Source: an optimization exercise on an open RTL-to-GDS flow (aim: small area). Production flows keep margins and buffers that such runs may drop.
Where RTL was checked, it was by simulation tests only, not by an equivalence proof against the original.
Power and IR drop assume default switching activity.

## getPixel
module getPixel(
    input clk,
    input hstep,      
    input reset,
    input valid,
    input [1:0] song,
    input block_type,
    input press,
    input [9:0] progress,
    input [4:0] x, y,
    input [9:0] h_cnt, v_cnt,
    input [15:0] head_x, head_y,
    input [15:0] scroll_x_in, scroll_y_in,
    input tips_display,
    input tips_display_over,
    output reg [3:0] r,
    output reg [3:0] g,
    output reg [3:0] b
    );
export LEC_CHECK = 0
export CAP_MARGIN = 20
export CORE_MARGIN = 2
export CORE_UTILIZATION = 40
export GPL_TIMING_DRIVEN = 0
export PLACE_DENSITY = 0.75
export SETUP_SLACK_MARGIN = 0.3
export SLEW_MARGIN = 20
export SYNTH_HIERARCHICAL = 1
export SYNTH_MEMORY_MAX_BITS = 131072
create_clock -name core_clock -period 20.0 [get_ports {clk}]
standard.sh (not shown) runs the stock make flow with config.mk's settings and CLKGATE_MAP_FILE= SYNTH_SCRIPT=/design/flow/synth_recipe.tcl, a recipe that flattens the netlist after the stock synthesis.
==> flow/flow/run.sh <==
#!/bin/bash
# The standard layout (standard.sh) with these changes:
#  - synthesis: Yosys's abc maps with flow/abc.script (area-oriented), then every
#    combinational cell is set to its smallest drive (flow/downsize.txt); the later
#    repair steps size cells up where timing, slew or capacitance need it
#  - ports are buffered with buf_1 cells (BUFFER_PORTS_ARGS)
#  - CTS without dummy loads, with the buffers in CTS_BUFS and the clustering in CTS_EXTRA
#  - MAKE_EXTRA: further ORFS variables for the make call; ADDER_MAP_FILE= skips
#    extract_fa (adders are left to abc like the rest of the logic)
# Each tool's full output is in the ORFS logs under orfs/logs; make's output in make_finish.log.
set -euo pipefail
W=$PWD
F=$W/flow
CTS_BUFS="sky130_fd_sc_hd__clkbuf_8"
CTS_EXTRA="-sink_clustering_size 16 -sink_clustering_max_diameter 60"
MAKE_EXTRA="ADDER_MAP_FILE="
{
  echo "log_cmd abc -script $F/abc.script {*}[lrange \$abc_args 2 end]"
  while IFS=: read -r from to; do
    [ -n "$from" ] && echo "chtype -map sky130_fd_sc_hd__$from sky130_fd_sc_hd__$to"
  done < "$F/downsize.txt"
} > "$W/abc_step.tcl"
# ORFS synth.tcl with only the abc call replaced
sed 's#^\(\s*\)log_cmd abc {\*}\$abc_args#\1source '"$W"'/abc_step.tcl#' \
    "$FLOW_HOME/scripts/synth.tcl" > "$W/synth_core.tcl"
grep -q "abc_step.tcl" "$W/synth_core.tcl"
sed 's#source \$::env(SCRIPTS_DIR)/synth.tcl#source '"$W"'/synth_core.tcl#' synth_recipe.tcl > "$W/my_synth.tcl"
grep -q "synth_core.tcl" "$W/my_synth.tcl"
sed -e 's#SYNTH_SCRIPT=[^ ]*#SYNTH_SCRIPT='"$W"'/my_synth.tcl#' \
    -e 's#make -C #make BUFFER_PORTS_ARGS="-buffer_cell sky130_fd_sc_hd__buf_1" CTS_ARGS="-sink_clustering_enable -repair_clock_nets -dont_use_dummy_load -buf_list {'"$CTS_BUFS"'} '"$CTS_EXTRA"'" '"$MAKE_EXTRA"' -C #' \
    standard.sh > "$W/my_standard.sh"
grep -q "my_synth.tcl" "$W/my_standard.sh"
grep -q "BUFFER_PORTS_ARGS" "$W/my_standard.sh"
bash "$W/my_standard.sh" finish > "$W/make_finish.log" 2>&1
Other scripts of this flow, unchanged in this note and not shown: flow/flow/abc.script, flow/flow/downsize.txt
The starting point finished with timing, DRC and antenna clean.
==> next run, changes <==
--- a/flow/design.v
+++ b/flow/design.v
@@ -11,39 +11,32 @@
     input [4:0] x, y,
     input [9:0] h_cnt, v_cnt,
     input [15:0] head_x, head_y,
     input [15:0] scroll_x_in, scroll_y_in,
     input tips_display,
     input tips_display_over,
     output reg [3:0] r,
     output reg [3:0] g,
     output reg [3:0] b
     );
-    genvar k;
     reg [255:0] bx, by;
-    reg [15:0] bf;
-    reg [4:0] nv;
+    reg [15:0] bv, bf;
     wire push = hstep & press;
     wire pushn = ~push;
     always @(posedge clk or posedge reset) begin
         if (reset)
-            nv <= 5'd0;
-        else if (push && !nv[4])
-            nv <= nv + 5'd1;
+            bv <= 16'd0;
+        else if (push)
+            bv <= {bv[14:0], 1'b1};
     end
-    wire [15:0] bv;
-    generate
-        for (k = 0; k < 16; k = k + 1) begin : pushed
-            assign bv[k] = nv > k;
-        end
-    endgenerate
     wire [255:0] nbx, nby;
+    genvar k;
     generate
         for (k = 0; k < 256; k = k + 1) begin : hold
             trail_hold hx(.e(push), .en(pushn), .d(k < 16 ? head_x[k % 16] : bx[(k + 240) % 256]), .q(bx[k]), .y(nbx[k]));
             trail_hold hy(.e(push), .en(pushn), .d(k < 16 ? head_y[k % 16] : by[(k + 240) % 256]), .q(by[k]), .y(nby[k]));
         end
     endgenerate
     wire [15:0] nbf;
     wire f_head = ((|head_x[15:3]) | (&head_x[2:0])) & ((|head_y[15:3]) | (&head_y[2:0]));
     generate
         for (k = 0; k < 16; k = k + 1) begin : holdf
Result:
- sequential power is about the same
- count of clock-buffer cells in the layout went up by 4
- total power went up slightly
- die area went up slightly
- clock power went up by a few percent
For the second run of this note, only the layout was checked, not whether the RTL still works.

## static timing again, ports no longer ideal
In the flow no input, the clock included, has a driving cell. The finished layouts below were timed again as built, in two steps.
Step 1 sets driving cells, clkbuf_16 on the clock port and buf_2 on the other inputs (assumed; they add their load-dependent delay and slew).
Step 2 adds t to the input delays and takes it off the output delays; t is the mean of the earliest and latest rising clock arrival at the registers after step 1. Input paths then give back, and output paths get back, about the clock's delay inside the block.
a / b / c = ideal / step 1 / step 2; a / b = the first two.
run | t (ns) | slack for setup (ns) | clock arrival spread, ns
the first run | 0.748 | 1.348 / 1.308 / 1.308 | 0.161 / 0.161
the second run | 0.758 | 1.255 / 1.222 / 1.222 | 0.081 / 0.081
After both steps setup and hold are still met in every run listed. The setup slack of the first run, which loses most, moves by -0.040 ns with the drivers and by -0.040 ns with both steps.
